Source: an optimization exercise on an open RTL-to-GDS flow (aim: small area and a short achievable clock period). Production flows keep margins and buffers that such runs may drop.

Setup of old:
==> flow/design.v (excerpt) <==
module neurona_capa_1(
    weight_0, weight_1, weight_2, weight_3, weight_4, weight_5, weight_6, weight_7, weight_8, weight_9, weight_10, weight_11, weight_12, weight_13, weight_14, weight_15, weight_16, weight_17, weight_18, weight_19, weight_20, weight_21, weight_22, weight_23, weight_24, weight_25, weight_26, weight_27, weight_28, weight_29, weight_30, weight_31, weight_32, weight_33, weight_34, weight_35, weight_36, weight_37, weight_38, weight_39, weight_40, weight_41, weight_42, weight_43, weight_44, weight_45, weight_46, weight_47, weight_48,
    pixel_0, pixel_1, pixel_2, pixel_3, pixel_4, pixel_5, pixel_6, pixel_7, pixel_8, pixel_9, pixel_10, pixel_11, pixel_12, pixel_13, pixel_14, pixel_15, pixel_16, pixel_17, pixel_18, pixel_19, pixel_20, pixel_21, pixel_22, pixel_23, pixel_24, pixel_25, pixel_26, pixel_27, pixel_28, pixel_29, pixel_30, pixel_31, pixel_32, pixel_33, pixel_34, pixel_35, pixel_36, pixel_37, pixel_38, pixel_39, pixel_40, pixel_41, pixel_42, pixel_43, pixel_44, pixel_45, pixel_46, pixel_47, pixel_48,
    clk, out
);
    input wire clk;
    input wire pixel_0;
    input wire pixel_1;
    input wire pixel_2;
    input wire pixel_3;
    input wire pixel_4;
    input wire pixel_5;
    input wire pixel_6;
    input wire pixel_7;
    input wire pixel_8;
    input wire pixel_9;
    input wire pixel_10;
    input wire pixel_11;
    input wire pixel_12;
    input wire pixel_13;
    input wire pixel_14;
    input wire pixel_15;
    input wire pixel_16;
    input wire pixel_17;
    input wire pixel_18;
    input wire pixel_19;
    input wire pixel_20;
    input wire pixel_21;
    input wire pixel_22;
    input wire pixel_23;
    input wire pixel_24;
    input wire pixel_25;
  ...
Size: ~1100 cells after synthesis, ~110 flip-flops, about 450 I/O pins, about 11000 µm² of cells after synthesis.
Settings: LEC_CHECK=0, CAP_MARGIN=20, CORE_MARGIN=2, CORE_UTILIZATION=40, SETUP_SLACK_MARGIN=4.7, SLEW_MARGIN=20, SYNTH_HIERARCHICAL=1, SYNTH_MINIMUM_KEEP_SIZE=0; clock period 8.0 ns.
standard.sh (not shown) runs the stock make flow with config.mk's settings and CLKGATE_MAP_FILE= SYNTH_SCRIPT=/design/flow/synth_recipe.tcl, a recipe that flattens the netlist after the stock synthesis.
==> flow/flow/run.sh <==
#!/bin/bash
# Own layout flow: the standard flow (standard.sh, unchanged synthesis),
# except that the port buffers buffer_ports inserts are buf_1 cells rather
# than the default it picks; timing repair resizes them where needed.
set -euo pipefail
export BUFFER_PORTS_ARGS="-buffer_cell sky130_fd_sc_hd__buf_1"
bash standard.sh > standard.log 2>&1
Inputs modified between old and new:
--- a/flow/design.v
+++ b/flow/design.v
@@ -1451,89 +1451,87 @@
     nha u_h747 (.a(s707), .b(h709), .s(h747), .co(g748));
     assign p749 = g738 | (h737 & g736);
     assign p750 = g740 | (h739 & g738);
     assign p751 = h739 & h737;
     assign p752 = g742 | (h741 & g740);
     assign p753 = h741 & h739;
     assign p754 = g744 | (h743 & g742);
     assign p755 = h743 & h741;
     assign p756 = g746 | (h745 & g744);
     assign p757 = h745 & h743;
+    assign p758 = g748 | (h747 & g746);
+    assign p759 = h747 & h745;
+    assign p760 = x734 & g748;
+    assign p761 = x734 & h747;
     assign p762 = p750 | (p751 & g736);
     assign p763 = p752 | (p753 & p749);
     assign p764 = p754 | (p755 & p750);
     assign p765 = p755 & p751;
     assign p766 = p756 | (p757 & p752);
     assign p767 = p757 & p753;
     assign p772 = p764 | (p765 & g736);
+    assign p773 = p766 | (p767 & p749);
     assign p776 = ~h735;
     nxn2 u_x777 (.a(h737), .b(g736), .y(x777));
     nxn2 u_x778 (.a(h739), .b(p749), .y(x778));
     nxn2 u_x779 (.a(h741), .b(p762), .y(x779));
     nxn2 u_x780 (.a(h743), .b(p763), .y(x780));
-    reg r2_g748;
-    reg r2_h747;
-    reg r2_g746;
-    reg r2_h745;
-    reg r2_x734;
+    nxn2 u_x781 (.a(h745), .b(p772), .y(x781));
+    reg r2_p758;
+    reg r2_p759;
     reg r2_p754;
     reg r2_p755;
+    reg r2_p760;
+    reg r2_p761;
     reg r2_p756;
     reg r2_p757;
-    reg r2_p766;
-    reg r2_p767;
-    reg r2_p749;
     reg r2_p762;
     reg r2_p763;
-    reg r2_p772;
+    reg r2_h747;
+    reg r2_p773;
+    reg r2_x734;
     reg r2_p776;
     reg r2_x777;
     reg r2_x778;
     reg r2_x779;
     reg r2_x780;
+    reg r2_x781;
     always @(posedge clk) begin
-        r2_g748 <= g748;
-        r2_h747 <= h747;
-        r2_g746 <= g746;
-        r2_h745 <= h745;
-        r2_x734 <= x734;
+        r2_p758 <= p758;
+        r2_p759 <= p759;
         r2_p754 <= p754;
         r2_p755 <= p755;
+        r2_p760 <= p760;
+        r2_p761 <= p761;
         r2_p756 <= p756;
         r2_p757 <= p757;
-        r2_p766 <= p766;
-        r2_p767 <= p767;
-        r2_p749 <= p749;
         r2_p762 <= p762;
         r2_p763 <= p763;
-        r2_p772 <= p772;
+        r2_h747 <= h747;
+        r2_p773 <= p773;
+        r2_x734 <= x734;
         r2_p776 <= p776;
         r2_x777 <= x777;
         r2_x778 <= x778;
         r2_x779 <= x779;
         r2_x780 <= x780;
+        r2_x781 <= x781;
     end
-    assign p758 = r2_g748 | (r2_h747 & r2_g746);
-    assign p759 = r2_h747 & r2_h745;
-    assign p760 = r2_x734 & r2_g748;
-    assign p761 = r2_x734 & r2_h747;
-    assign p768 = p758 | (p759 & r2_p754);
-    assign p769 = p759 & r2_p755;
-    assign p770 = p760 | (p761 & r2_p756);
-    assign p771 = p761 & r2_p757;
-    assign p773 = r2_p766 | (r2_p767 & r2_p749);
+    assign p768 = r2_p758 | (r2_p759 & r2_p754);
+    assign p769 = r2_p759 & r2_p755;
+    assign p770 = r2_p760 | (r2_p761 & r2_p756);
+    assign p771 = r2_p761 & r2_p757;
     assign p774 = p768 | (p769 & r2_p762);
     assign p775 = p770 | (p771 & r2_p763);
-    nxn2 u_x781 (.a(r2_h745), .b(r2_p772), .y(x781));
-    nxn2 u_x782 (.a(r2_h747), .b(p773), .y(x782));
+    nxn2 u_x782 (.a(r2_h747), .b(r2_p773), .y(x782));
     nxn2 u_x783 (.a(r2_x734), .b(p774), .y(x783));
-    assign out = {x783, x782, x781, r2_x780, r2_x779, r2_x778, r2_x777, r2_p776};
+    assign out = {x783, x782, r2_x781, r2_x780, r2_x779, r2_x778, r2_x777, r2_p776};
 endmodule
 module nfa(input wire a, input wire b, input wire ci, output wire s, output wire co);
     assign s = a ^ b ^ ci;
     assign co = (a & b) | (a & ci) | (b & ci);
 endmodule
 module nha(input wire a, input wire b, output wire s, output wire co);
     assign s = a ^ b;
     assign co = a & b;
 endmodule
 module nx2(input wire a, input wire b, output wire y);
Notes after the runs:
Going from old to new, number of antenna violations at the first check in global routing increased by 3 relative to the old numbers, sequential fraction of the synthesis area decreased by 0.43 points relative to the old numbers, final cell area excluding filler cells decreased by 1.8% relative to the old numbers.
Against old, new comes in 1.5% lower on routed wire length.
Taking old as the reference, in new post-route non-filler standard cell count decreased by 19 relative to the old numbers; final period demand of the worst path lower.
Function was not checked in any run of this note: the RTL went through the layout flow alone.

==> what the ideal ports hide <==
The results above use ideal ports. As a check the final layouts listed here were re-extracted and re-timed, cells and wires unchanged.
Step 1 (the two cells are an assumption about what drives the block):
set clk [get_ports {clk}]
set_driving_cell -lib_cell sky130_fd_sc_hd__clkbuf_16 $clk
set_driving_cell -lib_cell sky130_fd_sc_hd__buf_2 [delete_from_list [all_inputs] $clk]
Step 2 moves the port delays by t, midway between the first and last clock arrival at a register: inputs arrive t later, outputs are due t later. That takes back most of the time a late clock gives input paths.
a / b / c = ideal / step 1 / step 2; a / b = the first two.
| run | t (ns) | setup slack, ns | hold WS [ns] | pins driven straight from the clock port |
|---|---|---|---|---|
| old | 0.458 | 4.656 / 4.680 / 4.222 | 0.513 / 0.513 / 0.513 | 1 |
| new | 0.403 | 4.707 / 4.723 / 4.320 | 0.509 / 0.509 / 0.509 | 1 |
After both steps setup and hold are still met in every run listed. The setup slack of old, which loses most, moves by +0.024 ns with the drivers and by -0.434 ns with both steps.
